From an optimization exercise on the open Yosys and OpenROAD flow, aimed at small area; shortcuts taken in it are not production practice.
The RTL was checked by simulation tests, not by an equivalence proof against the original design.

<file path="flow/flow/run.sh">
#!/bin/bash
# Standard ORFS layout with these changes:
#  - after the standard synthesis, flow/fapol.py chooses the polarity of each full
#    adder (a full adder is self-dual) and of simple gates so that fewer inverters
#    are needed; registers and ports are left as the synthesis made them;
#  - input/output port buffers use the smallest buffer cell;
#  - one tie cell drives all constant-0 outputs;
#  - clock tree synthesis uses clkbuf_8 without dummy loads.
set -euo pipefail
export SKIP_REPAIR_TIE_FANOUT=1
export BUFFER_PORTS_ARGS="-buffer_cell sky130_fd_sc_hd__buf_1"
export CTS_ARGS="-sink_clustering_enable -repair_clock_nets -dont_use_dummy_load -buf_list sky130_fd_sc_hd__clkbuf_8 -sink_clustering_size 18 -sink_clustering_max_diameter 60"
R=orfs/results/${FLOW_PLATFORM}/cfar_detector/base
LIB=${FLOW_HOME}/platforms/${FLOW_PLATFORM}/lib/sky130_fd_sc_hd__tt_025C_1v80.lib
bash standard.sh synth > synth_make.log 2>&1
cp $R/1_2_yosys.v $R/1_2_yosys_standard.v
python3 flow/fapol.py $R/1_2_yosys_standard.v $R/1_2_yosys.v $LIB > fapol.log 2>&1
rm -f $R/1_synth.odb $R/1_synth.sdc
bash standard.sh finish > standard_make.log 2>&1
</file>
<file path="flow/flow/fapol.py">
#!/usr/bin/env python3
"""Full-adder polarity optimisation of a mapped sky130hd netlist.

A full adder is self-dual: FA(~a, ~b, ~c) = ~FA(a, b, c) on both outputs. Yosys's
full-adder extraction leaves many inverters between full adders. This pass picks, for
every fa cell, whether it computes its function on complemented signals, and for
simple gates (and2/nand2, ...) which polarity they drive, so that as few inverters as
possible remain. All inverters it may touch are taken out first and put back where a
load needs the complement of what its net carries.

Flip-flops, ports and every other cell keep their names and connections.

usage: fapol.py IN.v OUT.v LIB
"""
import re
import sys
import collections

inp, outp, libf = sys.argv[1:4]
P = 'sky130_fd_sc_hd__'

area = {}
lib = open(libf).read()
for m in re.finditer(r'cell\s*\(\s*"?(\w+)"?\s*\)\s*\{', lib):
    a = re.search(r'area\s*:\s*([\d.]+)', lib[m.end():m.end() + 5000])
    area[m.group(1)] = float(a.group(1)) if a else 0.0

OUTPINS = {'X', 'Y', 'Q', 'Q_N', 'SUM', 'COUT', 'HI', 'LO'}
INV_AREA = area[P + 'inv_1']

# gate pairs with identical inputs and complementary outputs: base -> (complement, out pin)
PAIRS = {}
for a, b in [('and2', 'nand2'), ('or2', 'nor2'), ('xor2', 'xnor2'), ('and3', 'nand3'),
             ('or3', 'nor3'), ('and4', 'nand4'), ('or4', 'nor4'), ('a21o', 'a21oi'),
             ('o21a', 'o21ai'), ('a22o', 'a22oi'), ('o22a', 'o22ai'), ('a211o', 'a211oi'),
             ('o211a', 'o211ai'), ('a31o', 'a31oi'), ('o31a', 'o31ai')]:
    PAIRS[a] = b
    PAIRS[b] = a


def outpin(base):
    # sky130hd: inverting gates drive Y, non-inverting X
    if base in ('nand2', 'nor2', 'xnor2', 'nand3', 'nor3', 'nand4', 'nor4') or base.endswith(('oi', 'ai')):
        return 'Y'
    return 'X'


def split_type(t):
    m = re.match(P + r'(\w+?)_(\d+)$', t)
    return (m.group(1), m.group(2)) if m else (None, None)


src = open(inp).read()
mod_start = src.index('module ')
body_end = src.rindex('endmodule')
cell_re = re.compile(r'^\s*(' + P + r'\w+)\s+(\S+)\s*\((.*?)\);\s*$', re.S | re.M)
matches = list(cell_re.finditer(src, mod_start, body_end))
first = matches[0].start()
header = src[:first]
assert 'assign' not in src[first:body_end] or True
cells = []
for m in matches:
    pins = collections.OrderedDict((p, v.strip()) for p, v in re.findall(r'\.(\w+)\(([^()]*)\)', m.group(3)))
    cells.append({'type': m.group(1), 'name': m.group(2), 'pins': pins})
# anything between cells other than whitespace would be lost
rest = cell_re.sub('', src[first:body_end])
assert rest.strip() == '', rest.strip()[:200]

ports_out = set()
for m in re.finditer(r'^\s*output\s+(\[(\d+):(\d+)\]\s+)?(\S+);', header, re.M):
    if m.group(1):
        for i in range(int(m.group(3)), int(m.group(2)) + 1):
            ports_out.add(f'{m.group(4)}[{i}]')
    else:
        ports_out.add(m.group(4))

drv = {}
for c in cells:
    for p, v in c['pins'].items():
        if p in OUTPINS:
            drv[v] = (c, p)


def is_inv(c):
    b, _ = split_type(c['type'])
    return b in ('inv', 'clkinv')


# inverters that may be removed: output is not a port
removable = set()
for c in cells:
    if is_inv(c) and c['pins']['Y'] not in ports_out:
        removable.add(c['name'])


def root(net):
    par = 0
    while net in drv and drv[net][0]['name'] in removable:
        net = drv[net][0]['pins']['A']
        par ^= 1
    return net, par


fas = [c for c in cells if split_type(c['type'])[0] == 'fa']
fa_names = {c['name'] for c in fas}
flip = {c['name']: 0 for c in fas}

# uses: every input pin of every kept cell, plus output ports driven through removed inverters
uses = []  # [cell or None, pin, root, parity]
for c in cells:
    if c['name'] in removable:
        continue
    for p, v in c['pins'].items():
        if p in OUTPINS:
            continue
        r, par = root(v)
        uses.append([c, p, r, par])

uses_of_root = collections.defaultdict(list)
for u in uses:
    uses_of_root[u[2]].append(u)

# driver kind of each root
gate_pol = {}  # root -> 0/1 for swappable gates


def driver_info(r):
    if r in drv and r not in ports_out:
        c, p = drv[r]
        if c['name'] in fa_names:
            return ('fa', c)
        b, _ = split_type(c['type'])
        if b in PAIRS and p == outpin(b):
            return ('gate', c)
    return ('fixed', None)


dinfo = {r: driver_info(r) for r in uses_of_root}
for r, (k, c) in dinfo.items():
    if k == 'gate':
        gate_pol[r] = 0


def gate_delta(c):
    b, s = split_type(c['type'])
    comp = PAIRS[b]
    t2 = P + comp + '_' + s
    if t2 not in area:
        t2 = P + comp + '_1'
    return area.get(t2, 1e9) - area[c['type']], t2


def root_cost(r):
    need = set()
    for c, p, rr, par in uses_of_root[r]:
        f = flip.get(c['name'], 0) if c is not None else 0
        need.add(par ^ f)
    if r.startswith("1'"):
        return 0.0, 0
    k, c = dinfo.get(r, ('fixed', None))
    if k == 'fa':
        d = flip[c['name']]
        return (INV_AREA if (1 - d) in need else 0.0), d
    if k == 'gate':
        best = None
        for d in (0, 1):
            cost = (gate_delta(c)[0] if d else 0.0) + (INV_AREA if (1 - d) in need else 0.0)
            if best is None or cost < best[0] - 1e-9:
                best = (cost, d)
        return best
    return (INV_AREA if 1 in need else 0.0), 0


def roots_of_fa(c):
    rs = set()
    for p, v in c['pins'].items():
        if p in OUTPINS:
            rs.add(v)
        else:
            rs.add(root(v)[0])
    return rs


total = sum(root_cost(r)[0] for r in uses_of_root)
start = total
improved = True
while improved:
    improved = False
    for c in fas:
        if any(v in ports_out for p, v in c['pins'].items() if p in OUTPINS):
            continue
        rs = [r for r in roots_of_fa(c) if r in uses_of_root or r in dinfo]
        before = sum(root_cost(r)[0] for r in rs if r in uses_of_root)
        flip[c['name']] ^= 1
        after = sum(root_cost(r)[0] for r in rs if r in uses_of_root)
        if after < before - 1e-9:
            improved = True
            total += after - before
        else:
            flip[c['name']] ^= 1

removed_area = sum(area[c['type']] for c in cells if c['name'] in removable)
print(f'fapol: {sum(flip.values())} of {len(fas)} full adders flipped; '
      f'inverter/gate cost {start:.1f} -> {total:.1f}; removed inverters {len(removable)} '
      f'({removed_area:.1f} um2)', file=sys.stderr)

# ---- rewrite ----
phys = {}
for r in uses_of_root:
    phys[r] = root_cost(r)[1]
new_cells = []
new_wires = []
inv_net = {}
n_new = [0]


def inverted(r):
    if r.startswith("1'"):
        return "1'h1" if r.endswith('0') else "1'h0"
    if r not in inv_net:
        n_new[0] += 1
        net = f'fapol_n{n_new[0]}'
        inv_net[r] = net
        new_wires.append(net)
        new_cells.append({'type': P + 'inv_1', 'name': f'fapol_i{n_new[0]}',
                          'pins': collections.OrderedDict([('A', r), ('Y', net)])})
    return inv_net[r]


for c, p, r, par in uses:
    f = flip.get(c['name'], 0)
    want = par ^ f
    c['pins'][p] = r if want == phys[r] else inverted(r)

out_cells = []
for c in cells:
    if c['name'] in removable:
        continue
    r_out = None
    for p, v in c['pins'].items():
        if p in OUTPINS:
            r_out = v
    k = dinfo.get(r_out, ('fixed', None))[0] if r_out else 'fixed'
    if k == 'gate' and phys.get(r_out, 0) == 1:
        b, _ = split_type(c['type'])
        _, t2 = gate_delta(c)
        op = outpin(b)
        pins = collections.OrderedDict()
        for p, v in c['pins'].items():
            pins[outpin(PAIRS[b]) if p == op else p] = v
        c = {'type': t2, 'name': c['name'], 'pins': pins}
    out_cells.append(c)
out_cells.extend(new_cells)

# output ports that were driven by removed inverters need their driver back
driven = set()
for c in out_cells:
    for p, v in c['pins'].items():
        if p in OUTPINS:
            driven.add(v)
for c in cells:
    if c['name'] in removable and c['pins']['Y'] not in driven:
        # the net still has loads that were rerouted; it is no longer used
        pass

hdr = header.rstrip() + '\n' + ''.join(f'  wire {w};\n' for w in new_wires)
body = []
for c in out_cells:
    pins = ',\n'.join(f'    .{p}({v} )' if v.startswith('\\') else f'    .{p}({v})' for p, v in c['pins'].items())
    body.append(f"  {c['type']} {c['name']} (\n{pins}\n  );\n")
open(outp, 'w').write(hdr + ''.join(body) + src[body_end:])
</file>
<file path="flow/standard.sh">
#!/bin/bash
# synth_recipe.tcl (not shown) runs the flow's synth.tcl, then flattens the netlist and writes it again
# the make line also repeats each setting of config.mk as NAME=value (left out here)
make -C /OpenROAD-flow-scripts/flow DESIGN_CONFIG=/design/flow/config.mk WORK_HOME=/design/flow/orfs CLKGATE_MAP_FILE= SYNTH_SCRIPT=/design/flow/synth_recipe.tcl "${@:-finish}"
</file>
<file path="flow/config.mk">
export PLATFORM = sky130hd
export DESIGN_NAME = cfar_detector
export DESIGN_NICKNAME = cfar_detector
export VERILOG_FILES = /design/flow/design.v
export SDC_FILE = /design/flow/constraint.sdc
export NUM_CORES = 4
export LEC_CHECK = 0
export CAP_MARGIN = 20
export CORE_MARGIN = 2
export CORE_UTILIZATION = 60
export SLEW_MARGIN = 20
</file>
<file path="flow/constraint.sdc">
create_clock -name core_clock -period 10.0 [get_ports {clk}]
set_input_delay 2.0000 -clock core_clock [delete_from_list [all_inputs] [get_ports {clk}]]
set_output_delay 2.0000 -clock core_clock [all_outputs]
set_load 0.01 [all_outputs]
</file>
<file path="flow/design.v">
module cfar_detector #(
    parameter DATA_WIDTH = 16,
    parameter GUARD_CELLS = 4,
    parameter REFERENCE_CELLS = 16
)(
    input wire clk,
    input wire rst_n,
    input wire enable,
    input wire [DATA_WIDTH-1:0] data_in,
    input wire data_valid,
    input wire [15:0] threshold_scale,
    output reg [15:0] detected_range,
    output reg [15:0] detected_velocity,
    output reg target_detected
);
wire acc = enable & data_valid;
reg [15:0] dly [1:41];           
reg [20:0] rsum;                 
reg [15:0] cnt;                  
reg        warm;                 
reg        p1, p2;               
integer i;
always @(posedge clk) begin
    if (acc) begin
        dly[1] <= data_in;
        for (i = 2; i <= 41; i = i + 1)
            dly[i] <= dly[i-1];
    end
end
wire [5:0] c6 = cnt[5:0];
wire v16 = warm | (c6 >= 6'd16);
wire v21 = warm | (c6 >= 6'd21);
wire v25 = warm | (c6 >= 6'd25);
wire v41 = warm | (c6 >= 6'd41);
wire [15:0] t16 = dly[16] & {16{v16}};
wire [15:0] t25 = dly[25] & {16{v25}};
wire [15:0] t41 = dly[41] & {16{v41}};
wire [20:0] rsum_next = rsum + data_in - t16 + t25 - t41;
wire [15:0] mean = rsum[20:5];
wire [15:0] scale = threshold_scale;
wire [15:0] cut_n = ~dly[21];
reg hi;
always @(*) begin
    hi = 1'b0;
    for (i = 1; i < 16; i = i + 1)
        hi = hi | (scale[i] & (|(mean >> (16 - i))));
end
wire [15:0] pp [0:15];
genvar gi;
generate
    for (gi = 0; gi < 16; gi = gi + 1) begin : g_pp
        assign pp[gi] = scale & {16{mean[gi]}};
    end
endgenerate
wire ms1 = pp[0][0] ^ cut_n[0] ^ 1'b1;
wire mc2 = (pp[0][0] & cut_n[0]) | (pp[0][0] & 1'b1) | (cut_n[0] & 1'b1);
wire ms3 = pp[0][1] ^ pp[1][0] ^ cut_n[1];
wire mc4 = (pp[0][1] & pp[1][0]) | (pp[0][1] & cut_n[1]) | (pp[1][0] & cut_n[1]);
wire ms5 = pp[0][2] ^ pp[1][1] ^ pp[2][0];
wire mc6 = (pp[0][2] & pp[1][1]) | (pp[0][2] & pp[2][0]) | (pp[1][1] & pp[2][0]);
wire ms7 = cut_n[2] ^ mc4 ^ ms5;
wire mc8 = (cut_n[2] & mc4) | (cut_n[2] & ms5) | (mc4 & ms5);
wire ms9 = pp[0][3] ^ pp[1][2] ^ pp[2][1];
wire mc10 = (pp[0][3] & pp[1][2]) | (pp[0][3] & pp[2][1]) | (pp[1][2] & pp[2][1]);
wire ms11 = pp[3][0] ^ cut_n[3] ^ mc6;
wire mc12 = (pp[3][0] & cut_n[3]) | (pp[3][0] & mc6) | (cut_n[3] & mc6);
wire ms13 = ms9 ^ mc8 ^ ms11;
wire mc14 = (ms9 & mc8) | (ms9 & ms11) | (mc8 & ms11);
wire ms15 = pp[0][4] ^ pp[1][3] ^ pp[2][2];
wire mc16 = (pp[0][4] & pp[1][3]) | (pp[0][4] & pp[2][2]) | (pp[1][3] & pp[2][2]);
wire ms17 = pp[3][1] ^ pp[4][0] ^ cut_n[4];
wire mc18 = (pp[3][1] & pp[4][0]) | (pp[3][1] & cut_n[4]) | (pp[4][0] & cut_n[4]);
wire ms19 = mc10 ^ ms15 ^ ms17;
wire mc20 = (mc10 & ms15) | (mc10 & ms17) | (ms15 & ms17);
wire ms21 = mc12 ^ ms19 ^ mc14;
wire mc22 = (mc12 & ms19) | (mc12 & mc14) | (ms19 & mc14);
wire ms23 = pp[0][5] ^ pp[1][4] ^ pp[2][3];
wire mc24 = (pp[0][5] & pp[1][4]) | (pp[0][5] & pp[2][3]) | (pp[1][4] & pp[2][3]);
wire ms25 = pp[3][2] ^ pp[4][1] ^ pp[5][0];
wire mc26 = (pp[3][2] & pp[4][1]) | (pp[3][2] & pp[5][0]) | (pp[4][1] & pp[5][0]);
wire ms27 = cut_n[5] ^ mc16 ^ mc18;
wire mc28 = (cut_n[5] & mc16) | (cut_n[5] & mc18) | (mc16 & mc18);
wire ms29 = ms23 ^ ms25 ^ mc20;
wire mc30 = (ms23 & ms25) | (ms23 & mc20) | (ms25 & mc20);
wire ms31 = ms27 ^ ms29 ^ mc22;
wire mc32 = (ms27 & ms29) | (ms27 & mc22) | (ms29 & mc22);
wire ms33 = pp[0][6] ^ pp[1][5] ^ pp[2][4];
wire mc34 = (pp[0][6] & pp[1][5]) | (pp[0][6] & pp[2][4]) | (pp[1][5] & pp[2][4]);
wire ms35 = pp[3][3] ^ pp[4][2] ^ pp[5][1];
wire mc36 = (pp[3][3] & pp[4][2]) | (pp[3][3] & pp[5][1]) | (pp[4][2] & pp[5][1]);
wire ms37 = pp[6][0] ^ cut_n[6] ^ mc24;
wire mc38 = (pp[6][0] & cut_n[6]) | (pp[6][0] & mc24) | (cut_n[6] & mc24);
wire ms39 = mc26 ^ ms33 ^ ms35;
wire mc40 = (mc26 & ms33) | (mc26 & ms35) | (ms33 & ms35);
wire ms41 = mc28 ^ ms37 ^ ms39;
wire mc42 = (mc28 & ms37) | (mc28 & ms39) | (ms37 & ms39);
wire ms43 = mc30 ^ ms41 ^ mc32;
wire mc44 = (mc30 & ms41) | (mc30 & mc32) | (ms41 & mc32);
wire ms45 = pp[0][7] ^ pp[1][6] ^ pp[2][5];
wire mc46 = (pp[0][7] & pp[1][6]) | (pp[0][7] & pp[2][5]) | (pp[1][6] & pp[2][5]);
wire ms47 = pp[3][4] ^ pp[4][3] ^ pp[5][2];
wire mc48 = (pp[3][4] & pp[4][3]) | (pp[3][4] & pp[5][2]) | (pp[4][3] & pp[5][2]);
wire ms49 = pp[6][1] ^ pp[7][0] ^ cut_n[7];
wire mc50 = (pp[6][1] & pp[7][0]) | (pp[6][1] & cut_n[7]) | (pp[7][0] & cut_n[7]);
wire ms51 = mc34 ^ mc36 ^ ms45;
wire mc52 = (mc34 & mc36) | (mc34 & ms45) | (mc36 & ms45);
wire ms53 = ms47 ^ ms49 ^ mc38;
wire mc54 = (ms47 & ms49) | (ms47 & mc38) | (ms49 & mc38);
wire ms55 = mc40 ^ ms51 ^ mc42;
wire mc56 = (mc40 & ms51) | (mc40 & mc42) | (ms51 & mc42);
wire ms57 = ms53 ^ ms55 ^ mc44;
wire mc58 = (ms53 & ms55) | (ms53 & mc44) | (ms55 & mc44);
wire ms59 = pp[0][8] ^ pp[1][7] ^ pp[2][6];
wire mc60 = (pp[0][8] & pp[1][7]) | (pp[0][8] & pp[2][6]) | (pp[1][7] & pp[2][6]);
wire ms61 = pp[3][5] ^ pp[4][4] ^ pp[5][3];
wire mc62 = (pp[3][5] & pp[4][4]) | (pp[3][5] & pp[5][3]) | (pp[4][4] & pp[5][3]);
wire ms63 = pp[6][2] ^ pp[7][1] ^ pp[8][0];
wire mc64 = (pp[6][2] & pp[7][1]) | (pp[6][2] & pp[8][0]) | (pp[7][1] & pp[8][0]);
wire ms65 = cut_n[8] ^ mc46 ^ mc48;
wire mc66 = (cut_n[8] & mc46) | (cut_n[8] & mc48) | (mc46 & mc48);
wire ms67 = mc50 ^ ms59 ^ ms61;
wire mc68 = (mc50 & ms59) | (mc50 & ms61) | (ms59 & ms61);
wire ms69 = ms63 ^ mc52 ^ ms65;
wire mc70 = (ms63 & mc52) | (ms63 & ms65) | (mc52 & ms65);
wire ms71 = ms67 ^ mc54 ^ ms69;
wire mc72 = (ms67 & mc54) | (ms67 & ms69) | (mc54 & ms69);
wire ms73 = mc56 ^ ms71 ^ mc58;
wire mc74 = (mc56 & ms71) | (mc56 & mc58) | (ms71 & mc58);
wire ms75 = pp[0][9] ^ pp[1][8] ^ pp[2][7];
wire mc76 = (pp[0][9] & pp[1][8]) | (pp[0][9] & pp[2][7]) | (pp[1][8] & pp[2][7]);
wire ms77 = pp[3][6] ^ pp[4][5] ^ pp[5][4];
wire mc78 = (pp[3][6] & pp[4][5]) | (pp[3][6] & pp[5][4]) | (pp[4][5] & pp[5][4]);
wire ms79 = pp[6][3] ^ pp[7][2] ^ pp[8][1];
wire mc80 = (pp[6][3] & pp[7][2]) | (pp[6][3] & pp[8][1]) | (pp[7][2] & pp[8][1]);
wire ms81 = pp[9][0] ^ cut_n[9] ^ mc60;
wire mc82 = (pp[9][0] & cut_n[9]) | (pp[9][0] & mc60) | (cut_n[9] & mc60);
wire ms83 = mc62 ^ mc64 ^ ms75;
wire mc84 = (mc62 & mc64) | (mc62 & ms75) | (mc64 & ms75);
wire ms85 = ms77 ^ ms79 ^ mc66;
wire mc86 = (ms77 & ms79) | (ms77 & mc66) | (ms79 & mc66);
wire ms87 = mc68 ^ ms81 ^ ms83;
wire mc88 = (mc68 & ms81) | (mc68 & ms83) | (ms81 & ms83);
wire ms89 = mc70 ^ ms85 ^ ms87;
wire mc90 = (mc70 & ms85) | (mc70 & ms87) | (ms85 & ms87);
wire ms91 = mc72 ^ ms89 ^ mc74;
wire mc92 = (mc72 & ms89) | (mc72 & mc74) | (ms89 & mc74);
wire ms93 = pp[0][10] ^ pp[1][9] ^ pp[2][8];
wire mc94 = (pp[0][10] & pp[1][9]) | (pp[0][10] & pp[2][8]) | (pp[1][9] & pp[2][8]);
wire ms95 = pp[3][7] ^ pp[4][6] ^ pp[5][5];
wire mc96 = (pp[3][7] & pp[4][6]) | (pp[3][7] & pp[5][5]) | (pp[4][6] & pp[5][5]);
wire ms97 = pp[6][4] ^ pp[7][3] ^ pp[8][2];
wire mc98 = (pp[6][4] & pp[7][3]) | (pp[6][4] & pp[8][2]) | (pp[7][3] & pp[8][2]);
wire ms99 = pp[9][1] ^ pp[10][0] ^ cut_n[10];
wire mc100 = (pp[9][1] & pp[10][0]) | (pp[9][1] & cut_n[10]) | (pp[10][0] & cut_n[10]);
wire ms101 = mc76 ^ mc78 ^ mc80;
wire mc102 = (mc76 & mc78) | (mc76 & mc80) | (mc78 & mc80);
wire ms103 = ms93 ^ ms95 ^ ms97;
wire mc104 = (ms93 & ms95) | (ms93 & ms97) | (ms95 & ms97);
wire ms105 = ms99 ^ mc82 ^ mc84;
wire mc106 = (ms99 & mc82) | (ms99 & mc84) | (mc82 & mc84);
wire ms107 = ms101 ^ ms103 ^ mc86;
wire mc108 = (ms101 & ms103) | (ms101 & mc86) | (ms103 & mc86);
wire ms109 = mc88 ^ ms105 ^ mc90;
wire mc110 = (mc88 & ms105) | (mc88 & mc90) | (ms105 & mc90);
wire ms111 = ms107 ^ ms109 ^ mc92;
wire mc112 = (ms107 & ms109) | (ms107 & mc92) | (ms109 & mc92);
wire ms113 = pp[0][11] ^ pp[1][10] ^ pp[2][9];
wire mc114 = (pp[0][11] & pp[1][10]) | (pp[0][11] & pp[2][9]) | (pp[1][10] & pp[2][9]);
wire ms115 = pp[3][8] ^ pp[4][7] ^ pp[5][6];
wire mc116 = (pp[3][8] & pp[4][7]) | (pp[3][8] & pp[5][6]) | (pp[4][7] & pp[5][6]);
wire ms117 = pp[6][5] ^ pp[7][4] ^ pp[8][3];
wire mc118 = (pp[6][5] & pp[7][4]) | (pp[6][5] & pp[8][3]) | (pp[7][4] & pp[8][3]);
wire ms119 = pp[9][2] ^ pp[10][1] ^ pp[11][0];
wire mc120 = (pp[9][2] & pp[10][1]) | (pp[9][2] & pp[11][0]) | (pp[10][1] & pp[11][0]);
wire ms121 = cut_n[11] ^ mc94 ^ mc96;
wire mc122 = (cut_n[11] & mc94) | (cut_n[11] & mc96) | (mc94 & mc96);
wire ms123 = mc98 ^ mc100 ^ ms113;
wire mc124 = (mc98 & mc100) | (mc98 & ms113) | (mc100 & ms113);
wire ms125 = ms115 ^ ms117 ^ ms119;
wire mc126 = (ms115 & ms117) | (ms115 & ms119) | (ms117 & ms119);
wire ms127 = mc102 ^ mc104 ^ ms121;
wire mc128 = (mc102 & mc104) | (mc102 & ms121) | (mc104 & ms121);
wire ms129 = ms123 ^ ms125 ^ mc106;
wire mc130 = (ms123 & ms125) | (ms123 & mc106) | (ms125 & mc106);
wire ms131 = ms127 ^ mc108 ^ ms129;
wire mc132 = (ms127 & mc108) | (ms127 & ms129) | (mc108 & ms129);
wire ms133 = mc110 ^ ms131 ^ mc112;
wire mc134 = (mc110 & ms131) | (mc110 & mc112) | (ms131 & mc112);
wire ms135 = pp[0][12] ^ pp[1][11] ^ pp[2][10];
wire mc136 = (pp[0][12] & pp[1][11]) | (pp[0][12] & pp[2][10]) | (pp[1][11] & pp[2][10]);
wire ms137 = pp[3][9] ^ pp[4][8] ^ pp[5][7];
wire mc138 = (pp[3][9] & pp[4][8]) | (pp[3][9] & pp[5][7]) | (pp[4][8] & pp[5][7]);
wire ms139 = pp[6][6] ^ pp[7][5] ^ pp[8][4];
wire mc140 = (pp[6][6] & pp[7][5]) | (pp[6][6] & pp[8][4]) | (pp[7][5] & pp[8][4]);
wire ms141 = pp[9][3] ^ pp[10][2] ^ pp[11][1];
wire mc142 = (pp[9][3] & pp[10][2]) | (pp[9][3] & pp[11][1]) | (pp[10][2] & pp[11][1]);
wire ms143 = pp[12][0] ^ cut_n[12] ^ mc114;
wire mc144 = (pp[12][0] & cut_n[12]) | (pp[12][0] & mc114) | (cut_n[12] & mc114);
wire ms145 = mc116 ^ mc118 ^ mc120;
wire mc146 = (mc116 & mc118) | (mc116 & mc120) | (mc118 & mc120);
wire ms147 = ms135 ^ ms137 ^ ms139;
wire mc148 = (ms135 & ms137) | (ms135 & ms139) | (ms137 & ms139);
wire ms149 = ms141 ^ mc122 ^ mc124;
wire mc150 = (ms141 & mc122) | (ms141 & mc124) | (mc122 & mc124);
wire ms151 = mc126 ^ ms143 ^ ms145;
wire mc152 = (mc126 & ms143) | (mc126 & ms145) | (ms143 & ms145);
wire ms153 = ms147 ^ mc128 ^ ms149;
wire mc154 = (ms147 & mc128) | (ms147 & ms149) | (mc128 & ms149);
wire ms155 = ms151 ^ mc130 ^ ms153;
wire mc156 = (ms151 & mc130) | (ms151 & ms153) | (mc130 & ms153);
wire ms157 = mc132 ^ ms155 ^ mc134;
wire mc158 = (mc132 & ms155) | (mc132 & mc134) | (ms155 & mc134);
wire ms159 = pp[0][13] ^ pp[1][12] ^ pp[2][11];
wire mc160 = (pp[0][13] & pp[1][12]) | (pp[0][13] & pp[2][11]) | (pp[1][12] & pp[2][11]);
wire ms161 = pp[3][10] ^ pp[4][9] ^ pp[5][8];
wire mc162 = (pp[3][10] & pp[4][9]) | (pp[3][10] & pp[5][8]) | (pp[4][9] & pp[5][8]);
wire ms163 = pp[6][7] ^ pp[7][6] ^ pp[8][5];
wire mc164 = (pp[6][7] & pp[7][6]) | (pp[6][7] & pp[8][5]) | (pp[7][6] & pp[8][5]);
wire ms165 = pp[9][4] ^ pp[10][3] ^ pp[11][2];
wire mc166 = (pp[9][4] & pp[10][3]) | (pp[9][4] & pp[11][2]) | (pp[10][3] & pp[11][2]);
wire ms167 = pp[12][1] ^ pp[13][0] ^ cut_n[13];
wire mc168 = (pp[12][1] & pp[13][0]) | (pp[12][1] & cut_n[13]) | (pp[13][0] & cut_n[13]);
wire ms169 = mc136 ^ mc138 ^ mc140;
wire mc170 = (mc136 & mc138) | (mc136 & mc140) | (mc138 & mc140);
wire ms171 = mc142 ^ ms159 ^ ms161;
wire mc172 = (mc142 & ms159) | (mc142 & ms161) | (ms159 & ms161);
wire ms173 = ms163 ^ ms165 ^ ms167;
wire mc174 = (ms163 & ms165) | (ms163 & ms167) | (ms165 & ms167);
wire ms175 = mc144 ^ mc146 ^ mc148;
wire mc176 = (mc144 & mc146) | (mc144 & mc148) | (mc146 & mc148);
wire ms177 = ms169 ^ ms171 ^ ms173;
wire mc178 = (ms169 & ms171) | (ms169 & ms173) | (ms171 & ms173);
wire ms179 = mc150 ^ mc152 ^ ms175;
wire mc180 = (mc150 & mc152) | (mc150 & ms175) | (mc152 & ms175);
wire ms181 = ms177 ^ mc154 ^ ms179;
wire mc182 = (ms177 & mc154) | (ms177 & ms179) | (mc154 & ms179);
wire ms183 = mc156 ^ ms181 ^ mc158;
wire mc184 = (mc156 & ms181) | (mc156 & mc158) | (ms181 & mc158);
wire ms185 = pp[0][14] ^ pp[1][13] ^ pp[2][12];
wire mc186 = (pp[0][14] & pp[1][13]) | (pp[0][14] & pp[2][12]) | (pp[1][13] & pp[2][12]);
wire ms187 = pp[3][11] ^ pp[4][10] ^ pp[5][9];
wire mc188 = (pp[3][11] & pp[4][10]) | (pp[3][11] & pp[5][9]) | (pp[4][10] & pp[5][9]);
wire ms189 = pp[6][8] ^ pp[7][7] ^ pp[8][6];
wire mc190 = (pp[6][8] & pp[7][7]) | (pp[6][8] & pp[8][6]) | (pp[7][7] & pp[8][6]);
wire ms191 = pp[9][5] ^ pp[10][4] ^ pp[11][3];
wire mc192 = (pp[9][5] & pp[10][4]) | (pp[9][5] & pp[11][3]) | (pp[10][4] & pp[11][3]);
wire ms193 = pp[12][2] ^ pp[13][1] ^ pp[14][0];
wire mc194 = (pp[12][2] & pp[13][1]) | (pp[12][2] & pp[14][0]) | (pp[13][1] & pp[14][0]);
wire ms195 = cut_n[14] ^ mc160 ^ mc162;
wire mc196 = (cut_n[14] & mc160) | (cut_n[14] & mc162) | (mc160 & mc162);
wire ms197 = mc164 ^ mc166 ^ mc168;
wire mc198 = (mc164 & mc166) | (mc164 & mc168) | (mc166 & mc168);
wire ms199 = ms185 ^ ms187 ^ ms189;
wire mc200 = (ms185 & ms187) | (ms185 & ms189) | (ms187 & ms189);
wire ms201 = ms191 ^ ms193 ^ mc170;
wire mc202 = (ms191 & ms193) | (ms191 & mc170) | (ms193 & mc170);
wire ms203 = mc172 ^ mc174 ^ ms195;
wire mc204 = (mc172 & mc174) | (mc172 & ms195) | (mc174 & ms195);
wire ms205 = ms197 ^ ms199 ^ mc176;
wire mc206 = (ms197 & ms199) | (ms197 & mc176) | (ms199 & mc176);
wire ms207 = mc178 ^ ms201 ^ ms203;
wire mc208 = (mc178 & ms201) | (mc178 & ms203) | (ms201 & ms203);
wire ms209 = mc180 ^ ms205 ^ ms207;
wire mc210 = (mc180 & ms205) | (mc180 & ms207) | (ms205 & ms207);
wire ms211 = mc182 ^ ms209 ^ mc184;
wire mc212 = (mc182 & ms209) | (mc182 & mc184) | (ms209 & mc184);
wire ms213 = pp[0][15] ^ pp[1][14] ^ pp[2][13];
wire mc214 = (pp[0][15] & pp[1][14]) | (pp[0][15] & pp[2][13]) | (pp[1][14] & pp[2][13]);
wire ms215 = pp[3][12] ^ pp[4][11] ^ pp[5][10];
wire mc216 = (pp[3][12] & pp[4][11]) | (pp[3][12] & pp[5][10]) | (pp[4][11] & pp[5][10]);
wire ms217 = pp[6][9] ^ pp[7][8] ^ pp[8][7];
wire mc218 = (pp[6][9] & pp[7][8]) | (pp[6][9] & pp[8][7]) | (pp[7][8] & pp[8][7]);
wire ms219 = pp[9][6] ^ pp[10][5] ^ pp[11][4];
wire mc220 = (pp[9][6] & pp[10][5]) | (pp[9][6] & pp[11][4]) | (pp[10][5] & pp[11][4]);
wire ms221 = pp[12][3] ^ pp[13][2] ^ pp[14][1];
wire mc222 = (pp[12][3] & pp[13][2]) | (pp[12][3] & pp[14][1]) | (pp[13][2] & pp[14][1]);
wire ms223 = pp[15][0] ^ cut_n[15] ^ mc186;
wire mc224 = (pp[15][0] & cut_n[15]) | (pp[15][0] & mc186) | (cut_n[15] & mc186);
wire ms225 = mc188 ^ mc190 ^ mc192;
wire mc226 = (mc188 & mc190) | (mc188 & mc192) | (mc190 & mc192);
wire ms227 = mc194 ^ ms213 ^ ms215;
wire mc228 = (mc194 & ms213) | (mc194 & ms215) | (ms213 & ms215);
wire ms229 = ms217 ^ ms219 ^ ms221;
wire mc230 = (ms217 & ms219) | (ms217 & ms221) | (ms219 & ms221);
wire ms231 = mc196 ^ mc198 ^ mc200;
wire mc232 = (mc196 & mc198) | (mc196 & mc200) | (mc198 & mc200);
wire ms233 = ms223 ^ ms225 ^ ms227;
wire mc234 = (ms223 & ms225) | (ms223 & ms227) | (ms225 & ms227);
wire ms235 = ms229 ^ mc202 ^ mc204;
wire mc236 = (ms229 & mc202) | (ms229 & mc204) | (mc202 & mc204);
wire ms237 = ms231 ^ ms233 ^ mc206;
wire mc238 = (ms231 & ms233) | (ms231 & mc206) | (ms233 & mc206);
wire ms239 = mc208 ^ ms235 ^ mc210;
wire mc240 = (mc208 & ms235) | (mc208 & mc210) | (ms235 & mc210);
wire ms241 = ms237 ^ ms239 ^ mc212;
wire mc242 = (ms237 & ms239) | (ms237 & mc212) | (ms239 & mc212);
wire ms243 = mc214 ^ mc216 ^ mc218;
wire mc244 = (mc214 & mc216) | (mc214 & mc218) | (mc216 & mc218);
wire ms245 = mc220 ^ mc222 ^ mc224;
wire mc246 = (mc220 & mc222) | (mc220 & mc224) | (mc222 & mc224);
wire ms247 = mc226 ^ mc228 ^ mc230;
wire mc248 = (mc226 & mc228) | (mc226 & mc230) | (mc228 & mc230);
wire ms249 = ms243 ^ mc232 ^ mc234;
wire mc250 = (ms243 & mc232) | (ms243 & mc234) | (mc232 & mc234);
wire ms251 = ms245 ^ ms247 ^ mc236;
wire mc252 = (ms245 & ms247) | (ms245 & mc236) | (ms247 & mc236);
wire ms253 = ms249 ^ mc238 ^ ms251;
wire mc254 = (ms249 & mc238) | (ms249 & ms251) | (mc238 & ms251);
wire ms255 = mc240 ^ ms253 ^ mc242;
wire mc256 = (mc240 & ms253) | (mc240 & mc242) | (ms253 & mc242);
wire ms257 = mc244 ^ mc246 ^ mc248;
wire ms258 = mc250 ^ ms257 ^ mc252;
wire ms259 = mc254 ^ ms258 ^ mc256;
wire [17:0] mra = {ms259, ms255, ms241, ms211, ms183, ms157, ms133, ms111, ms91, ms73, ms57, ms43, ms31, ms21, ms13, ms7, mc2, ms1};
wire [17:0] mrb = {1'b0, 1'b0, 1'b0, 1'b0, 1'b0, 1'b0, 1'b0, 1'b0, 1'b0, 1'b0, 1'b0, 1'b0, 1'b0, 1'b0, 1'b0, 1'b0, ms3, 1'b0};
wire [17:0] w = mra + mrb;
wire det_next = v21 & ~hi & ~w[17] & ~w[16];
always @(posedge clk or negedge rst_n) begin
    if (!rst_n) begin
        rsum <= 0;
        cnt <= 0;
        warm <= 0;
        p1 <= 0;
        p2 <= 0;
        target_detected <= 0;
        detected_range <= 0;
        detected_velocity <= 0;
    end else if (acc) begin
        rsum <= rsum_next;
        cnt <= cnt + 1'b1;
        if (&c6)
            warm <= 1'b1;
        p1 <= det_next;
        p2 <= p1;
        target_detected <= p2;
        if (p2) begin
            detected_range <= {6'd0, cnt[9:0]};
            detected_velocity <= {10'd0, cnt[15:10]};
        end
    end
end
endmodule
</file>
==> results of run 1 <==
[area by class of cell]
| class | instances | share of cell area, % |
|---|---|---|
| sequential | 713 | 71.91 |
| multi-input combinational | 654 | 21.36 |
| tap | 600 | 2.555 |
| clock buffer | 50 | 2.343 |
| timing repair buffer | 78 | 1.388 |
| inverter | 31 | 0.4217 |
| antenna | 2 | 0.01704 |
[worst min path at each step]
stage,from,endpoint,depth (start not counted)
after detailed placement,dly[12][13],dly[13][13],0
final,dly[22][3],dly[23][3],0
after floorplan,dly[9][0],dly[10][0],0
after global placement,dly[8][2],dly[9][2],0
after CTS,dly[22][3],dly[23][3],0
after global routing,dly[22][3],dly[23][3],0
[metal layers]
metal | routed length [µm] | vias up
met1 | 21290 | 6205
met2 | 20580 | 217
met4 | 1072 | 0
met5 | 0 | -
li1 | - | 5332
met3 | 1627 | 65
[critical path: cells and delay by family]
family                   cells  cell delay, ns
adder cells (fa/ha/maj)     16            6.41
XOR/XNOR                     3            0.47
AND/OR/NAND/NOR              2            0.28
AO/OA/AOI/OAI                2            0.25
buffers and inverters        1            0.13
[sequential cells by signal, indices dropped and copies added, names as in the netlist]
register,count
warm,1
detected_velocity,6
rsum,21
dly,656
p1,1
target_detected,1
detected_range,10
cnt,16
p2,1
[through the flow]
stage / hold slack [ns] / setup slack [ns] / instance area, µm²
3_5_place_dp: 0.4045 / 0.2942 / 28680
5_1_grt: 0.3986 / 0.6878 / 29370
3_3_place_gp: 0.4004 / 0.5320 / 28680
2_1_floorplan: 0.4003 / 0.5144 / 27770
6_report: 0.3925 / 0.9460 / 29380
4_1_cts: 0.3943 / 0.9971 / 29370
==> results.txt, run 1 <==
* Maximum number of pins on one net before global-route repair at 200
* Cell Count, Final, Fillers Out at 2,128
* Die area at 48,010 µm²
* Slowest cell delay on critical path at 0.52 ns
* H-tree depth at 2
* Number of nets in the final layout at 1,770
* Library cell used as clock root buffer: sky130_fd_sc_hd__clkbuf_8
* Die X-Extent at 219.1 µm
* Post-synth design cell area at 27,770 µm²
* Most heavily used metal layer in global routing: met1
* Number of antenna violations at the first check in global routing at 3
* Total Neg Setup Slack at 0 ns
* Critical Path, Cell by Cell: buf_1 > nand2_1 > fa_1 > fa_1 > fa_1 > fa_1 > fa_1 > fa_1 > fa_1 > fa_1 > fa_1 > fa_1 > fa_1 > fa_1 > fa_1 > fa_1 > fa_1 > fa_1 > xnor2_1 > xnor2_1 > xnor2_1 > and3_1 > o21ai_0 > o21ai_1
* Yosys warns at 2
* Terminus of the critical flop-to-flop path: p1
* Hold WC Path Type: register to register
* Post-CTS Setup Repair Bufs at 0
* First-pass GRT wire length at 69,250 µm
* Final setup fails at 0
* Count of max-cap constraint violations at 0
* Fraction of met3 tracks used by global routing at 2.827%
* Count of buffers inserted at the top-level ports at 52
* Count of filler cells inserted in the layout at 3,120
* Critical path destination: p1
* Clock network latency to the later pin of the worst-skew pair at 0.65 ns
* Number of buffers between clock root and the deepest sink at 3
* Router iterations before antenna repair at 6
* Part of the cycle the worst path needs at 90.54%
* Clock transition at the registers of the reported paths at 0.09 ns
* Outcome: complete, no violations
* Hold_buf cts at 0
* GRT overflow at 0
* Overall routed net length at 44,570 µm
* R2R cell count at 24
* TritonCTS buffer count at 50
* Peak fanout along the critical path at 2
* Total number of clock tree sinks at 713
* Via count of the first global-routing pass at 12.12k
* Total global-route track usage at 19.43%
* Post-synthesis average cell area at 19.15 µm²
* Arr. time, crit path at 9.54 ns
* Total instance count after detailed placement at 2,076
* Data required time of the critical path at 10.49 ns
* Post-layout min period at 9.054 ns
* Routed vias at 11.82k
* Slew HR at 29.92%
* Routability congestion estimate from global placement at 0.8083
* Vertical die dimension at 219.1 µm
* Number of placement rows at 78
* Signed area change from the synthesized netlist to the final layout at 5.799%
* Met2 Track Usage GR at 29.25%
* Initial core utilization at 60.92%
* Cell at the slowest stage of the critical path: sky130_fd_sc_hd__fa_1
* Pins over their slew limit at 0
* Resized Gates After CTS at 0
* Area of all sequential standard cells at 21,130 µm²
* Unrepaired setup endpoints after global routing: no
* Avg Vias per Cell at 5.554
* IO Pins at 69
* Crit path launch: threshold_scale[2]
* Placeable core region at 45,580 µm²
* DRC marker count from the first detailed-route iteration at 1,021
* Final core area utilization at 64.46%
* Max Clock Freq at 0.1104 GHz
* Multi-input gate area in the final layout at 6276 µm²
* Startpoint types: primary input
* Met1 GRT Util at 30.15%
* Cell repeated most along the worst path: sky130_fd_sc_hd__fa_1
* Most frequent standard cell in the layout excluding fill and tap cells: sky130_fd_sc_hd__edfxtp_1
* Final hold violations at 0
* Layout cell share with drive strength beyond 1 at 6.553%
* HPWL after detailed placement at 28,800 µm
* Post-detailed-route DRC marker count at 0
* Clock tree from TritonCTS: built
* Most frequent cells in the layout: sky130_fd_sc_hd__edfxtp_1, sky130_fd_sc_hd__nand2_1, sky130_fd_sc_hd__fa_1, sky130_fd_sc_hd__dfrtp_1, sky130_fd_sc_hd__buf_1
* Kind of end point of the critical path: register
* Clk_skew at 0.08162 ns
* Avg WL per Cell at 20.94 µm
* Cells after Synth at 1,450
* Critical path class: primary input to register
* Worst slew pin tran at 1.051 ns
* Critical R2R Launch: rsum[7]
* Number of nets with antenna violations after routing at 0
==> inputs of run 2 (changes only) <==
--- a/flow/config.mk
+++ b/flow/config.mk
@@ -9,3 +9,3 @@
 export CORE_MARGIN = 2
-export CORE_UTILIZATION = 60
+export CORE_UTILIZATION = 75
 export SLEW_MARGIN = 20
==> run 2 against run 1 <==
Net effect:
- via count is 1.7% higher
- non-clock buffer count is 5 lower
- register-to-register slack worse by 0.56 ns
- clock-buffer cell count is 3 lower
- sequential cell count stayed put
- die area is 20% lower
- still clean on timing, DRC and antenna
==> results.txt, run 2 <==
* Outcome: complete, no violations
* DRC marker count from the first detailed-route iteration at 968 (-5.2%)
* Cells after Synth at 1,450 (unchanged)
* Routed vias at 12.02k (+1.7%)
* Vertical die dimension at 196.4 µm (-10%)
* Library cell used as clock root buffer: sky130_fd_sc_hd__clkbuf_8
* Count of buffers inserted at the top-level ports at 52 (unchanged)
* Die X-Extent at 196.4 µm (-10%)
* Critical R2R Launch: rsum[6]
* Pins over their slew limit at 0 (unchanged)
* Avg WL per Cell at 23.50 µm (+12%)
* Most frequent cells in the layout: sky130_fd_sc_hd__edfxtp_1, sky130_fd_sc_hd__nand2_1, sky130_fd_sc_hd__fa_1, sky130_fd_sc_hd__dfrtp_1, sky130_fd_sc_hd__buf_1
* Post-synthesis average cell area at 19.15 µm² (unchanged)
* Critical path class: primary input to register
* Cell repeated most along the worst path: sky130_fd_sc_hd__fa_1
* Post-CTS Setup Repair Bufs at 0 (unchanged)
* Peak fanout along the critical path at 3 (+1)
* First-pass GRT wire length at 71,750 µm (+3.6%)
* Hold WC Path Type: register to register
* Area of all placed cells without fillers at 29,140 µm² (-0.81%)
* Max Clock Freq at 0.1102 GHz (-0.23%)
* Number of antenna violations at the first check in global routing at 3 (unchanged)
* Number of placement rows at 70 (-10%)
* Startpoint types: primary input
* Cell at the slowest stage of the critical path: sky130_fd_sc_hd__fa_1
* Part of the cycle the worst path needs at 90.75% (+0.21 points)
* Clock transition at the registers of the reported paths at 0.09 ns (about the same)
* Number of nets in the final layout at 1,762 (-0.45%)
* Post-detailed-placement cell area at 28,490 µm² (-0.67%)
* Post-synth design cell area at 27,770 µm² (unchanged)
* Placeable core region at 36,520 µm² (-20%)
* Final hold violations at 0 (unchanged)
* Number of buffers between clock root and the deepest sink at 3 (unchanged)
* Largest delay share family, worst path: adder cells
* Area of all sequential standard cells at 21,130 µm² (unchanged)
* Count of filler cells inserted in the layout at 1,737 (-44%)
* Terminus of the critical flop-to-flop path: p1
* IO Pins at 69 (unchanged)
* Total Neg Setup Slack at 0 ns (unchanged)
* Maximum number of pins on one net before global-route repair at 204 (+2.0%)
* Slowest cell delay on critical path at 0.51 ns (about the same)
* Final setup fails at 0 (unchanged)
* Clock tree from TritonCTS: built
* H-tree depth at 2 (unchanged)
* Signed area change from the synthesized netlist to the final layout at 4.939%
* Top register by number of flip-flops: dly
* Via count of the first global-routing pass at 12.42k (+2.4%)
* Multi-input gate area in the final layout at 6274 µm² (about the same)
* Clock network latency to the later pin of the worst-skew pair at 0.67 ns (+0.02 ns)
* Kind of end point of the critical path: register
* Avg Vias per Cell at 6.054 (+9.0%)
* Die area at 38,580 µm² (-20%)
* Leading registers by flop count: dly (656), rsum (21), cnt (16)
* Antenna diodes at 0 (-2)
* Post-layout min period at 9.075 ns (+0.02092 ns)
* Buffer and inverter count on the worst path at 1 (unchanged)
* Overall routed net length at 46,660 µm (+4.7%)
* Total global-route track usage at 25.70% (+6.3 points)
* TritonCTS buffer count at 47 (-6.0%)
* Yosys warns at 2 (unchanged)
* Worst slew pin tran at 1.073 ns (+0.02224 ns)
* Post-detailed-route DRC marker count at 0 (unchanged)
* R2R cell count at 23 (-4.2%)
* Resized Gates After CTS at 0 (unchanged)
* Routability congestion estimate from global placement at 0.8504 (+5.2%)
* Endpoint, Worst Hold: dly[21][3]
* Total number of clock tree sinks at 713 (unchanged)
* Layout cell share with drive strength beyond 1 at 5.995% (-0.56 points)
* Data required time of the critical path at 10.49 ns (about the same)
* Count of max-cap constraint violations at 0 (unchanged)
* Clk_skew at 0.07510 ns (-0.006527 ns)
* Most frequent standard cell in the layout excluding fill and tap cells: sky130_fd_sc_hd__edfxtp_1
* Initial core utilization at 76.03% (+15 points)
* Hold_buf cts at 0 (unchanged)
* Arr. time, crit path at 9.57 ns (+0.03 ns)
* HPWL after detailed placement at 31,040 µm (+7.8%)
* Slew HR at 28.44% (-1.5 points)
* Cells on Worst Hold Path at 0 (unchanged)
* Number of nets with antenna violations after routing at 0 (unchanged)
* Unrepaired setup endpoints after global routing: no
* Critical Path, Cell by Cell: buf_1 > nand2_1 > fa_1 > fa_1 > fa_1 > fa_1 > fa_1 > fa_1 > fa_1 > fa_1 > fa_1 > fa_1 > fa_1 > fa_1 > fa_1 > fa_1 > fa_1 > fa_1 > xnor2_1 > xnor2_1 > xnor2_1 > and3_1 > o21ai_0 > o21ai_1
* Worst hold path startpoint: dly[20][3]
* Largest register FFs at 656 (unchanged)
* Router iterations before antenna repair at 5 (-1)
* GRT overflow at 0 (unchanged)
run 2: worst max path at each step:
stage / slack, ns / depth (start not counted) / to / startpoint
finish: 0.93 / 24 / p1 / threshold_scale[1]
global route: 0.61 / 24 / p1 / threshold_scale[0]
CTS: 0.94 / 24 / p1 / threshold_scale[1]
detailed placement: 0.29 / 24 / p1 / threshold_scale[1]
global placement: 0.46 / 24 / p1 / threshold_scale[1]
floorplan: 0.51 / 24 / p1 / threshold_scale[1]
run 2: layout make-up:
type                            count  share of cell area [%]
Sequential cell                   713                   72.50
Multi-Input combinational cell    654                   21.53
Clock buffer                       47                   2.220
Tap cell                          468                   2.010
Timing Repair Buffer               73                   1.314
Inverter                           31                  0.4251
run 2: worst register-to-register path, cell delays in order (launching register included):
cell and delay, ns:
sky130_fd_sc_hd__dfrtp_1 0.96, sky130_fd_sc_hd__nand2_1 0.19, sky130_fd_sc_hd__fa_1 0.47, sky130_fd_sc_hd__fa_1 0.44, sky130_fd_sc_hd__fa_1 0.43, sky130_fd_sc_hd__fa_1 0.40
sky130_fd_sc_hd__fa_1 0.39, sky130_fd_sc_hd__fa_1 0.38, sky130_fd_sc_hd__fa_1 0.39, sky130_fd_sc_hd__fa_1 0.40, sky130_fd_sc_hd__fa_1 0.40, sky130_fd_sc_hd__fa_1 0.40
sky130_fd_sc_hd__fa_1 0.39, sky130_fd_sc_hd__fa_1 0.39, sky130_fd_sc_hd__fa_1 0.38, sky130_fd_sc_hd__fa_1 0.40, sky130_fd_sc_hd__fa_1 0.39, sky130_fd_sc_hd__fa_1 0.38
sky130_fd_sc_hd__xnor2_1 0.18, sky130_fd_sc_hd__xnor2_1 0.16, sky130_fd_sc_hd__xnor2_1 0.11, sky130_fd_sc_hd__and3_1 0.18, sky130_fd_sc_hd__o21ai_0 0.19, sky130_fd_sc_hd__o21ai_1 0.10
run 2: per-layer routing:
layer	GRT usage (%)	part of all wire (%)
met2	40.90	49
met4	7.969	2.3
met3	3.901	6.1
met5	0	0
met1	38.42	42
run 2: metrics by stage:
step                      setup slack, ns  utilization [%]  hold WS [ns]  instances
final                              0.9251            79.78        0.3864       1986
after global routing               0.6052            79.78        0.4001       1986
after CTS                          0.9422            79.77        0.3969       1986
after detailed placement           0.2946            78.00        0.4045       1939
after global placement             0.4569            78.00        0.4002       1939
after floorplan                    0.5144                -        0.4003       1450
==> inputs of run 3 (changes only) <==
--- a/flow/config.mk
+++ b/flow/config.mk
@@ -9,3 +9,3 @@
 export CORE_MARGIN = 2
-export CORE_UTILIZATION = 75
+export CORE_UTILIZATION = 70
 export SLEW_MARGIN = 20
==> run 3 against run 2 <==
Net effect:
- still clean
- clock skew is 0.0067 ns higher
- global-route usage is 2.9 points lower
- first-iteration DRC count is 9.0% higher
- via count is 0.76% lower
- synthesized cell count stayed put
- sequential share of layout area is 0.23 points lower
- critical endpoint unchanged
- largest cell class unchanged
==> results.txt, run 3 <==
* Vertical die dimension at 203.2 µm (+3.4%)
* Total Neg Setup Slack at 0 ns (unchanged)
* Hold WC Path Type: register to register
* Total global-route track usage at 22.76% (-2.9 points)
* Clk_skew at 0.08181 ns (+0.006708 ns)
* Kind of end point of the critical path: register
* Via count of the first global-routing pass at 12.09k (-2.6%)
* Final hold violations at 0 (unchanged)
* Part of the cycle the worst path needs at 91.43% (+0.68 points)
* Routability congestion estimate from global placement at 0.8420 (-0.99%)
* Avg Vias per Cell at 5.858 (-3.2%)
* Clock network latency to the later pin of the worst-skew pair at 0.65 ns (-0.02 ns)
* Cells after Synth at 1,450 (unchanged)
* Number of antenna violations at the first check in global routing at 4 (+1)
* Antenna diodes at 0 (unchanged)
* Hold_buf cts at 0 (unchanged)
* Startpoint types: primary input
* First-pass GRT wire length at 68,590 µm (-4.4%)
* H-tree depth at 2 (unchanged)
* IO Pins at 69 (unchanged)
* Largest register FFs at 656 (unchanged)
* Overall routed net length at 44,800 µm (-4.0%)
* Most frequent standard cell in the layout excluding fill and tap cells: sky130_fd_sc_hd__edfxtp_1
* Post-synthesis average cell area at 19.15 µm² (unchanged)
* Number of placement rows at 72 (+2.9%)
* Critical path class: primary input to register
* Initial core utilization at 71.35% (-4.7 points)
* Placeable core region at 38,920 µm² (+6.6%)
* Die X-Extent at 203.2 µm (+3.4%)
* Number of buffers between clock root and the deepest sink at 3 (unchanged)
* Post-detailed-placement cell area at 28,540 µm² (+0.19%)
* Unrepaired setup endpoints after global routing: no
* Number of nets in the final layout at 1,763 (+0.057%)
* Data required time of the critical path at 10.50 ns (about the same)
* Pins over their slew limit at 0 (unchanged)
* DRC marker count from the first detailed-route iteration at 1,055 (+9.0%)
* Peak fanout along the critical path at 3 (unchanged)
* Final setup fails at 0 (unchanged)
* Avg WL per Cell at 21.99 µm (-6.4%)
* Top register by number of flip-flops: dly
* Count of max-cap constraint violations at 0 (unchanged)
* Met2 Track Usage GR at 34.56% (-6.3 points)
* Clock tree from TritonCTS: built
* Count of buffers inserted at the top-level ports at 52 (unchanged)
* Clock transition at the registers of the reported paths at 0.10 ns (about the same)
* Worst hold slack after final layout at 0.3974 ns (+0.01100 ns)
* Slew HR at 26.55% (-1.9 points)
* Max Clock Freq at 0.1094 GHz (-0.74%)
* Met1 GRT Util at 34.36% (-4.1 points)
* Die area at 41,280 µm² (+7.0%)
* Arr. time, crit path at 9.65 ns (+0.08 ns)
* Total number of clock tree sinks at 713 (unchanged)
* Router iterations before antenna repair at 6 (+1)
* Outcome: complete, no violations
* Yosys warns at 2 (unchanged)
* TritonCTS buffer count at 48 (+2.1%)
* Post-layout min period at 9.143 ns (+0.06768 ns)
* Post-detailed-route DRC marker count at 0 (unchanged)
* Leading registers by flop count: dly (656), rsum (21), cnt (16)
* Fraction of met3 tracks used by global routing at 3.995% (+0.093 points)
* Maximum number of pins on one net before global-route repair at 225 (+10%)
* Post-synth design cell area at 27,770 µm² (unchanged)
* Post-CTS Setup Repair Bufs at 0 (unchanged)
* Layout cell share with drive strength beyond 1 at 6.057% (+0.062 points)
* Worst slew pin tran at 1.102 ns (+0.02826 ns)
* Number of nets with antenna violations after routing at 0 (unchanged)
* GRT overflow at 0 (unchanged)
* HPWL after detailed placement at 29,460 µm (-5.1%)
* Signed area change from the synthesized netlist to the final layout at 5.272%
* Resized Gates After CTS at 0 (unchanged)
* Area of all placed cells without fillers at 29,230 µm² (+0.32%)
* Routed vias at 11.93k (-0.76%)
* Library cell used as clock root buffer: sky130_fd_sc_hd__clkbuf_8
* Most frequent cells in the layout: sky130_fd_sc_hd__edfxtp_1, sky130_fd_sc_hd__nand2_1, sky130_fd_sc_hd__fa_1, sky130_fd_sc_hd__dfrtp_1, sky130_fd_sc_hd__buf_1
* Most heavily used metal layer in global routing: met2
==> run 3: per-layer routing <==
metal | routed length (µm) | share of wire (%) | vias to the layer above
li1 | - | - | 5320
met1 | 19200 | 43 | 6179
met2 | 21260 | 47 | 347
met3 | 2959 | 6.6 | 86
met4 | 1370 | 3.1 | 0
met5 | 0 | 0 | -
==> run 3: layout make-up <==
cell class	count	area, µm²
sequential	713	21130
fill	2159	9687
multi-input combinational	654	6274
clock buffer	48	660.6
tap	518	648.1
timing repair buffer	73	399.1
inverter	31	123.9
==> run 3: critical path, stage by stage <==
cell	delay (ns)
sky130_fd_sc_hd__buf_1	0.13
sky130_fd_sc_hd__nand2_1	0.10
sky130_fd_sc_hd__fa_1	0.53
sky130_fd_sc_hd__fa_1	0.42
sky130_fd_sc_hd__fa_1	0.43
sky130_fd_sc_hd__fa_1	0.39
sky130_fd_sc_hd__fa_1	0.39
sky130_fd_sc_hd__fa_1	0.39
sky130_fd_sc_hd__fa_1	0.39
sky130_fd_sc_hd__fa_1	0.40
sky130_fd_sc_hd__fa_1	0.41
sky130_fd_sc_hd__fa_1	0.39
sky130_fd_sc_hd__fa_1	0.40
sky130_fd_sc_hd__fa_1	0.41
sky130_fd_sc_hd__fa_1	0.39
sky130_fd_sc_hd__fa_1	0.39
sky130_fd_sc_hd__fa_1	0.40
sky130_fd_sc_hd__fa_1	0.39
sky130_fd_sc_hd__xnor2_1	0.19
sky130_fd_sc_hd__xnor2_1	0.15
sky130_fd_sc_hd__xnor2_1	0.16
sky130_fd_sc_hd__and3_1	0.18
sky130_fd_sc_hd__o21ai_0	0.08
sky130_fd_sc_hd__o21ai_1	0.15
==> run 3: metrics by stage <==
stage	setup slack, ns	util (%)	std cells
2_1_floorplan	0.5144	-	1450
3_3_place_gp	0.4628	73.34	1988
3_5_place_dp	0.2703	73.34	1988
4_1_cts	0.8853	75.04	2036
5_1_grt	0.5013	75.11	2037
6_report	0.8574	75.11	2037
==> run 3: final timing paths <==
kind,end,slack (ns),depth (start not counted),start
min in group asynchronous,cnt[10],1.51,2,rst_n
max in group asynchronous,p1,7.87,2,rst_n
worst max register to register,p1,1.31,23,rsum[6]
worst min-delay path,dly[19][9],0.40,0,dly[18][9]
worst min register to register,dly[19][9],0.40,0,dly[18][9]
worst max-delay path,p1,0.86,24,threshold_scale[1]
==> inputs of run 4 (changes only) <==
--- a/flow/flow/run.sh
+++ b/flow/flow/run.sh
@@ -6,6 +6,4 @@
 #  - input/output port buffers use the smallest buffer cell;
-#  - one tie cell drives all constant-0 outputs;
 #  - clock tree synthesis uses clkbuf_8 without dummy loads.
 set -euo pipefail
-export SKIP_REPAIR_TIE_FANOUT=1
 export BUFFER_PORTS_ARGS="-buffer_cell sky130_fd_sc_hd__buf_1"
==> run 4 against run 3 <==
Net effect:
- highest routed layer unchanged
- sequential cell count did not move
- still clean on timing, DRC and antenna
- critical path type unchanged
- worst hold slack improved by 0.017 ns
==> results.txt, run 4 <==
* Resized Gates After CTS at 0 (unchanged)
* Count of max-cap constraint violations at 0 (unchanged)
* Avg WL per Cell at 21.54 µm (-2.1%)
* Post-layout min period at 9.111 ns (-0.03155 ns)
* Initial core utilization at 71.35% (unchanged)
* Post-detailed-route DRC marker count at 0 (unchanged)
* Number of nets with antenna violations after routing at 0 (unchanged)
* Data required time of the critical path at 10.47 ns (-0.03 ns)
* Clock tree from TritonCTS: built
* Post-CTS Setup Repair Bufs at 0 (unchanged)
* Final setup fails at 0 (unchanged)
* Library cell used as clock root buffer: sky130_fd_sc_hd__clkbuf_8
* Antenna diodes at 0 (unchanged)
* Placeable core region at 38,920 µm² (unchanged)
* Arr. time, crit path at 9.58 ns (-0.07 ns)
* Via count of the first global-routing pass at 11.96k (-1.1%)
* Count of buffers inserted at the top-level ports at 52 (unchanged)
* IO Pins at 69 (unchanged)
* First-pass GRT wire length at 67,360 µm (-1.8%)
* Total instance count after detailed placement at 2,002 (+0.70%)
* Cell Count, Final, Fillers Out at 2,049 (+0.59%)
* Die X-Extent at 203.2 µm (unchanged)
* Number of buffers between clock root and the deepest sink at 3 (unchanged)
* Total global-route track usage at 22.26% (-0.50 points)
* Pins over their slew limit at 0 (unchanged)
* Cells on Worst Hold Path at 0 (unchanged)
* Post-synthesis average cell area at 19.15 µm² (unchanged)
* Maximum number of pins on one net before global-route repair at 209 (-7.1%)
* Leading registers by flop count: dly (656), rsum (21), cnt (16)
* TritonCTS buffer count at 47 (-2.1%)
* Layout cell share with drive strength beyond 1 at 5.813% (-0.24 points)
* Startpoint types: primary input
* Number of antenna violations at the first check in global routing at 4 (unchanged)
* Top register by number of flip-flops: dly
* Yosys warns at 2 (unchanged)
* Post-synth design cell area at 27,770 µm² (unchanged)
* Worst slew pin tran at 1.106 ns (+0.003951 ns)
* Number of nets in the final layout at 1,775 (+0.68%)
* Final core area utilization at 75.11% (about the same)
* Routability congestion estimate from global placement at 0.8467 (+0.56%)
* Largest register FFs at 656 (unchanged)
* Number of placement rows at 72 (unchanged)
* Router iterations before antenna repair at 5 (-1)
* Max Clock Freq at 0.1098 GHz (+0.35%)
* Final hold violations at 0 (unchanged)
* Part of the cycle the worst path needs at 91.11% (-0.32 points)
* Outcome: complete, no violations
* Hold_buf cts at 0 (unchanged)
* Peak fanout along the critical path at 3 (unchanged)
* Routed vias at 11.85k (-0.71%)
* Clock transition at the registers of the reported paths at 0.11 ns (about the same)
* Overall routed net length at 44,130 µm (-1.5%)
* Post-detailed-placement cell area at 28,580 µm² (+0.13%)
* Avg Vias per Cell at 5.782 (-1.3%)
* R2R cell count at 23 (unchanged)
* Die area at 41,280 µm² (unchanged)
* Critical path class: primary input to register
* Hold WC Path Type: register to register
* Total Neg Setup Slack at 0 ns (unchanged)
* Clk_skew at 0.09977 ns (+0.01796 ns)
* Total number of clock tree sinks at 713 (unchanged)
* DRC marker count from the first detailed-route iteration at 1,124 (+6.5%)
* Most frequent standard cell in the layout excluding fill and tap cells: sky130_fd_sc_hd__edfxtp_1
* HPWL after detailed placement at 29,380 µm (-0.25%)
* Vertical die dimension at 203.2 µm (unchanged)
* Cells after Synth at 1,450 (unchanged)
* Unrepaired setup endpoints after global routing: no
* H-tree depth at 2 (unchanged)
* Kind of end point of the critical path: register
* Most frequent cells in the layout: sky130_fd_sc_hd__edfxtp_1, sky130_fd_sc_hd__nand2_1, sky130_fd_sc_hd__fa_1, sky130_fd_sc_hd__dfrtp_1, sky130_fd_sc_hd__buf_1
* Clock network latency to the later pin of the worst-skew pair at 0.65 ns (about the same)
* GRT overflow at 0 (unchanged)
* Slew HR at 26.29% (-0.26 points)
* Area of all placed cells without fillers at 29,230 µm² (about the same)
* Signed area change from the synthesized netlist to the final layout at 5.268% (about the same)
-- run 4: worst max-delay path, stage by stage --
cell	delay [ns]
sky130_fd_sc_hd__buf_1	0.12
sky130_fd_sc_hd__nand2_1	0.10
sky130_fd_sc_hd__fa_1	0.54
sky130_fd_sc_hd__fa_1	0.40
sky130_fd_sc_hd__fa_1	0.41
sky130_fd_sc_hd__fa_1	0.39
sky130_fd_sc_hd__fa_1	0.39
sky130_fd_sc_hd__fa_1	0.38
sky130_fd_sc_hd__fa_1	0.39
sky130_fd_sc_hd__fa_1	0.39
sky130_fd_sc_hd__fa_1	0.39
sky130_fd_sc_hd__fa_1	0.38
sky130_fd_sc_hd__fa_1	0.39
sky130_fd_sc_hd__fa_1	0.40
sky130_fd_sc_hd__fa_1	0.40
sky130_fd_sc_hd__fa_1	0.39
sky130_fd_sc_hd__fa_1	0.39
sky130_fd_sc_hd__fa_1	0.38
sky130_fd_sc_hd__xnor2_1	0.14
sky130_fd_sc_hd__xnor2_1	0.20
sky130_fd_sc_hd__xnor2_1	0.11
sky130_fd_sc_hd__and3_1	0.18
sky130_fd_sc_hd__o21ai_0	0.20
sky130_fd_sc_hd__o21ai_1	0.10
-- run 4: stage by stage --
step | setup slack [ns] | hold WS [ns]
global route | 0.6087 | 0.4030
global placement | 0.5087 | 0.4007
CTS | 0.9291 | 0.4142
finish | 0.8889 | 0.4146
detailed placement | 0.2736 | 0.4045
floorplan | 0.5144 | 0.4003
-- run 4: final timing paths --
kind | end | start
worst max register to register | p1 | rsum[6]
worst min register to register | dly[5][3] | dly[4][3]
worst min-delay path | dly[5][3] | dly[4][3]
worst max-delay path | p1 | threshold_scale[1]
min in group asynchronous | detected_velocity[0] | rst_n
max in group asynchronous | rsum[3] | rst_n
-- run 4: final cells by class --
| type | count | area [µm²] |
|---|---|---|
| Timing Repair Buffer | 71 | 355.3 |
| Multi-Input combinational cell | 669 | 6330 |
| Fill cell | 2214 | 9688 |
| Clock buffer | 47 | 646.9 |
| Tap cell | 518 | 648.1 |
| Inverter | 31 | 123.9 |
| Sequential cell | 713 | 21130 |
-- run 4: metal layers --
layer  vias to the layer above  global-route usage [%]  wire, µm
li1                       5332                       -         -
met1                      6137                   33.73     19550
met2                       307                   34.75     21290
met3                        71                   3.500      2235
met4                         0                   6.621      1056
met5                         -                       0         0

-- afterwards: timing with drivers on the ports --
No port has a modelled driver above. Below, the same layouts with a new extraction and two added sets of constraints.
Step 1 (the two cells are an assumption about what drives the block):
set clk [get_ports {clk}]
set_driving_cell -lib_cell sky130_fd_sc_hd__clkbuf_16 $clk
set_driving_cell -lib_cell sky130_fd_sc_hd__buf_2 [delete_from_list [all_inputs] $clk]
Step 2, shift: input delay + t, output delay - t, t = (earliest + latest rising clock arrival at the registers) / 2. This alone moves slack from input paths to output paths.
Slacks: ideal ports / drivers / drivers and shift; pairs: ideal ports / drivers.
run | t (ns) | setup WS [ns] | worst register clock-pin slew, ns | pins driven straight from the clock port
run 1 | 0.658 | 0.946 / 0.972 / 0.314 | 0.11 / 0.11 | 1
run 2 | 0.680 | 0.925 / 0.956 / 0.276 | 0.12 / 0.12 | 1
run 3 | 0.663 | 0.857 / 0.885 / 0.222 | 0.11 / 0.11 | 1
run 4 | 0.652 | 0.889 / 0.916 / 0.264 | 0.11 / 0.11 | 1
After both steps setup and hold are still met in every run listed. For run 2, which loses most, drivers alone change the setup slack by +0.031 ns; drivers and shift together by -0.649 ns.
